From an optimization exercise on the open Yosys and OpenROAD flow, aimed at small area; shortcuts taken in it are not production practice. Where RTL was checked, it was by simulation tests only, not by an equivalence proof against the original. Power figures rest on the tool's default switching activity, not on a simulated workload.

// pit
module pit #(
    parameter integer C_S_AXI_ADDR_WIDTH = 4
)
(
    input wire                              s_axi_aclk,
    input wire                              s_axi_aresetn,
    input wire                              s_axi_awvalid,
    output wire                             s_axi_awready,
    input wire [C_S_AXI_ADDR_WIDTH-1:0]     s_axi_awaddr,
    input wire [2:0]                        s_axi_awprot,
    input wire                              s_axi_wvalid,
    output wire                             s_axi_wready,
    input wire [31:0]                       s_axi_wdata,
    input wire [3:0]                        s_axi_wstrb,
    output wire                             s_axi_bvalid,
    input wire                              s_axi_bready,
    output wire [1:0]                       s_axi_bresp,
    input wire                              s_axi_arvalid,
    output wire                             s_axi_arready,
    input wire [C_S_AXI_ADDR_WIDTH-1:0]     s_axi_araddr,
    input wire [2:0]                        s_axi_arprot,
    output wire [31:0]                      s_axi_rdata,
    output wire [1:0]                       s_axi_rresp,
    output wire                             s_axi_rvalid,
    input wire                              s_axi_rready,
    output wire                             irq
);
	pit_sv 
        #(.C_S_AXI_ADDR_WIDTH(C_S_AXI_ADDR_WIDTH))
    pit_sv_inst (    
    .s_axi_aclk(s_axi_aclk),
    .s_axi_aresetn(s_axi_aresetn),
    .s_axi_awvalid(s_axi_awvalid),
    .s_axi_awready(s_axi_awready),
    .s_axi_awaddr(s_axi_awaddr),
    .s_axi_awprot(s_axi_awprot),
    .s_axi_wvalid(s_axi_wvalid),
    .s_axi_wready(s_axi_wready),
    .s_axi_wdata(s_axi_wdata),
    .s_axi_wstrb(s_axi_wstrb),
    .s_axi_bvalid(s_axi_bvalid),
    .s_axi_bready(s_axi_bready),
    .s_axi_bresp(s_axi_bresp),
    .s_axi_arvalid(s_axi_arvalid),
    .s_axi_arready(s_axi_arready),
    .s_axi_araddr(s_axi_araddr),
    .s_axi_arprot(s_axi_arprot),
    .s_axi_rdata(s_axi_rdata),
  ...
Size in the first run: ~430 cells after synthesis, roughly 140 flip-flops, roughly 99 I/O pins.
==> module pit_sv, before the edit <==
module pit_sv #(
    parameter integer C_S_AXI_ADDR_WIDTH = 4
)
(
    input logic                             s_axi_aclk,
    input logic                             s_axi_aresetn,
    input logic                             s_axi_awvalid,
    output logic                            s_axi_awready,
    input logic [C_S_AXI_ADDR_WIDTH-1:0]    s_axi_awaddr,
    input logic [2:0]                       s_axi_awprot,
    input logic                             s_axi_wvalid,
    output logic                            s_axi_wready,
    input logic [31:0]                      s_axi_wdata,
    input logic [3:0]                       s_axi_wstrb,
    output logic                            s_axi_bvalid,
    input logic                             s_axi_bready,
    output logic [1:0]                      s_axi_bresp,
    input logic                             s_axi_arvalid,
    output logic                            s_axi_arready,
    input logic [C_S_AXI_ADDR_WIDTH-1:0]    s_axi_araddr,
    input logic [2:0]                       s_axi_arprot,
    output logic [31:0]                     s_axi_rdata,
    output logic [1:0]                      s_axi_rresp,
    output logic                            s_axi_rvalid,
    input logic                             s_axi_rready,
    output logic                            irq
);
logic rst;
logic w_hs, w_resp, r_hs, r_resp;
logic ctrl_z, dly_z, cnt_z;           
logic [31:0] ctrl, dly;
assign rst = !s_axi_aresetn;
assign s_axi_awready = w_hs;
assign s_axi_wready  = w_hs;
assign s_axi_bvalid  = w_resp;
assign s_axi_arready = r_hs;
assign s_axi_rvalid  = r_resp;
assign s_axi_bresp = 2'b00;
assign s_axi_rresp = 2'b00;
wire w_ctrl = w_hs && (s_axi_awaddr == 4'h0);
wire w_dly  = w_hs && (s_axi_awaddr != 4'h0);
wire w_cnt  = w_hs && (s_axi_awaddr == 4'h4);
wire en0 = ctrl[0] && !ctrl_z;
wire en1 = ctrl[1] && !ctrl_z;
always_ff @(posedge s_axi_aclk) begin
    if (rst) begin
        w_hs <= 1'b0; w_resp <= 1'b0;
        r_hs <= 1'b0; r_resp <= 1'b0;
    end else begin
        w_hs   <= !w_hs && !w_resp && s_axi_awvalid && s_axi_wvalid;
        w_resp <= w_hs || (w_resp && !s_axi_bready);
        r_hs   <= !r_hs && !r_resp && s_axi_arvalid;
        r_resp <= r_hs || (r_resp && !s_axi_rready);
    end
end
always_ff @(posedge s_axi_aclk) begin
    if (w_ctrl) ctrl <= s_axi_wdata;
    if (w_dly)  dly  <= s_axi_wdata;
end
always_ff @(posedge s_axi_aclk) begin
    if (rst) begin
        ctrl_z <= 1'b1; dly_z <= 1'b1; cnt_z <= 1'b1;
    end else begin
        if (w_ctrl) ctrl_z <= 1'b0;
        if (w_dly)  dly_z  <= 1'b0;
        if (w_cnt || en0) cnt_z <= 1'b0;
    end
end
logic [31:0] rdata_n;
wire rd_c = !r_resp && (s_axi_araddr == 4'h0) && !ctrl_z;
wire rd_d = !r_resp && (s_axi_araddr != 4'h0) && !dly_z;
assign s_axi_rdata = ~rdata_n;
always_ff @(posedge s_axi_aclk)
    rdata_n <= ~(({32{rd_c}} & ctrl) | ({32{rd_d}} & dly) | ({32{r_resp}} & s_axi_rdata));
logic [31:0] cnt_n;
wire zero = cnt_z || (cnt_n == 32'hFFFF_FFFE);
wire ld_w = w_cnt;                                
wire ld_r = !w_cnt && en0 && zero && !dly_z;      
wire dec  = !w_cnt && !(en0 && zero);             
wire [32:0] brw;                                  
assign brw[0] = !w_cnt && en0 && !zero;
genvar i;
generate for (i = 0; i < 32; i = i + 2) begin : g_cnt
    assign brw[i+1] = brw[i] && cnt_n[i];
    assign brw[i+2] = brw[i] && (cnt_n[i] && cnt_n[i+1]);
end endgenerate
always_ff @(posedge s_axi_aclk)
    cnt_n <= ~(({32{ld_w}} & s_axi_wdata) | ({32{ld_r}} & dly) | ({32{dec}} & ~(cnt_n ^ brw[31:0])));
always_ff @(posedge s_axi_aclk) begin
    if (rst) irq <= 1'b0;
    else if (!w_cnt && en0) begin
        if (zero) irq <= irq || en1;
        else irq <= 1'b0;
    end
end
endmodule
export LEC_CHECK = 0
export CAP_MARGIN = 20
export CORE_MARGIN = 2
export CORE_UTILIZATION = 40
export SLEW_MARGIN = 20
create_clock -name core_clock -period 10.0 [get_ports {s_axi_aclk}]
standard.sh (not shown) runs the stock make flow with config.mk's settings and CLKGATE_MAP_FILE= SYNTH_SCRIPT=/design/flow/synth_recipe.tcl, a recipe that flattens the netlist after the stock synthesis.
==> flow/flow/run.sh <==
#!/bin/bash
set -o pipefail
export BUFFER_PORTS_ARGS="-buffer_cell sky130_fd_sc_hd__buf_1"
export CTS_ARGS="-sink_clustering_enable -repair_clock_nets -dont_use_dummy_load -buf_list {sky130_fd_sc_hd__clkbuf_4}"
bash standard.sh > standard.log 2>&1
Edit:
--- a/flow/design.v
+++ b/flow/design.v
@@ -80,11 +80,16 @@
 wire dec  = !w_cnt && !(en0 && zero);             
 wire [32:0] brw;                                  
 assign brw[0] = !w_cnt && en0 && !zero;
 genvar i;
-generate for (i = 0; i < 32; i = i + 2) begin : g_cnt
+generate for (i = 0; i < 32; i = i + 4) begin : g_cnt
+    wire p1 = cnt_n[i] && cnt_n[i+1];
+    wire p2 = p1 && cnt_n[i+2];
+    wire p3 = p2 && cnt_n[i+3];
     assign brw[i+1] = brw[i] && cnt_n[i];
-    assign brw[i+2] = brw[i] && (cnt_n[i] && cnt_n[i+1]);
+    assign brw[i+2] = brw[i] && p1;
+    assign brw[i+3] = brw[i] && p2;
+    assign brw[i+4] = brw[i] && p3;
 end endgenerate
 always_ff @(posedge s_axi_aclk)
     cnt_n <= ~(({32{ld_w}} & s_axi_wdata) | ({32{ld_r}} & dly) | ({32{dec}} & ~(cnt_n ^ brw[31:0])));
 always_ff @(posedge s_axi_aclk) begin
What happened: Global-route usage stays flat. Die area falls by a few percent. Design area fell by a few percent. Count of clock-buffer cells in the layout stays the same. Worst setup slack improved by 130 ps. First-iteration DRC count climbs by a quarter to a third. Clock power fell slightly. Final cell count falls by a few percent. Hold slack gains 14 ps. Core utilization goes up by 0.23 points. Area after synthesis shrinks by a few percent. Fmax increases by a few percent. Power is lower by a few percent. Wire length came out lower by a few percent.
For the first run of this note, only the layout was checked, not whether the RTL still works.

separate check: timing with driven ports:
In the flow no input, the clock included, has a driving cell. The finished layouts below were timed again as built, in two steps.
Step 1, drivers: a clkbuf_16 drives s_axi_aclk and a buf_2 each remaining input, both assumed.
Step 2, shift: input delay + t, output delay - t, t = (earliest + latest rising clock arrival at the registers) / 2. This alone moves slack from input paths to output paths.
Three values: no drivers, after step 1, after step 2; two values: the first two.
| run | t, ns | setup WS [ns] | latest minus earliest clock arrival (ns) |
|---|---|---|---|
| the first run | 0.541 | 6.197 / 6.202 / 5.661 | 0.025 / 0.024 |
| the second run | 0.540 | 6.329 / 6.328 / 5.787 | 0.035 / 0.035 |
After both steps every run listed still meets setup and hold. For the second run, which loses most, drivers alone change the setup slack by -0.001 ns; drivers and shift together by -0.542 ns.
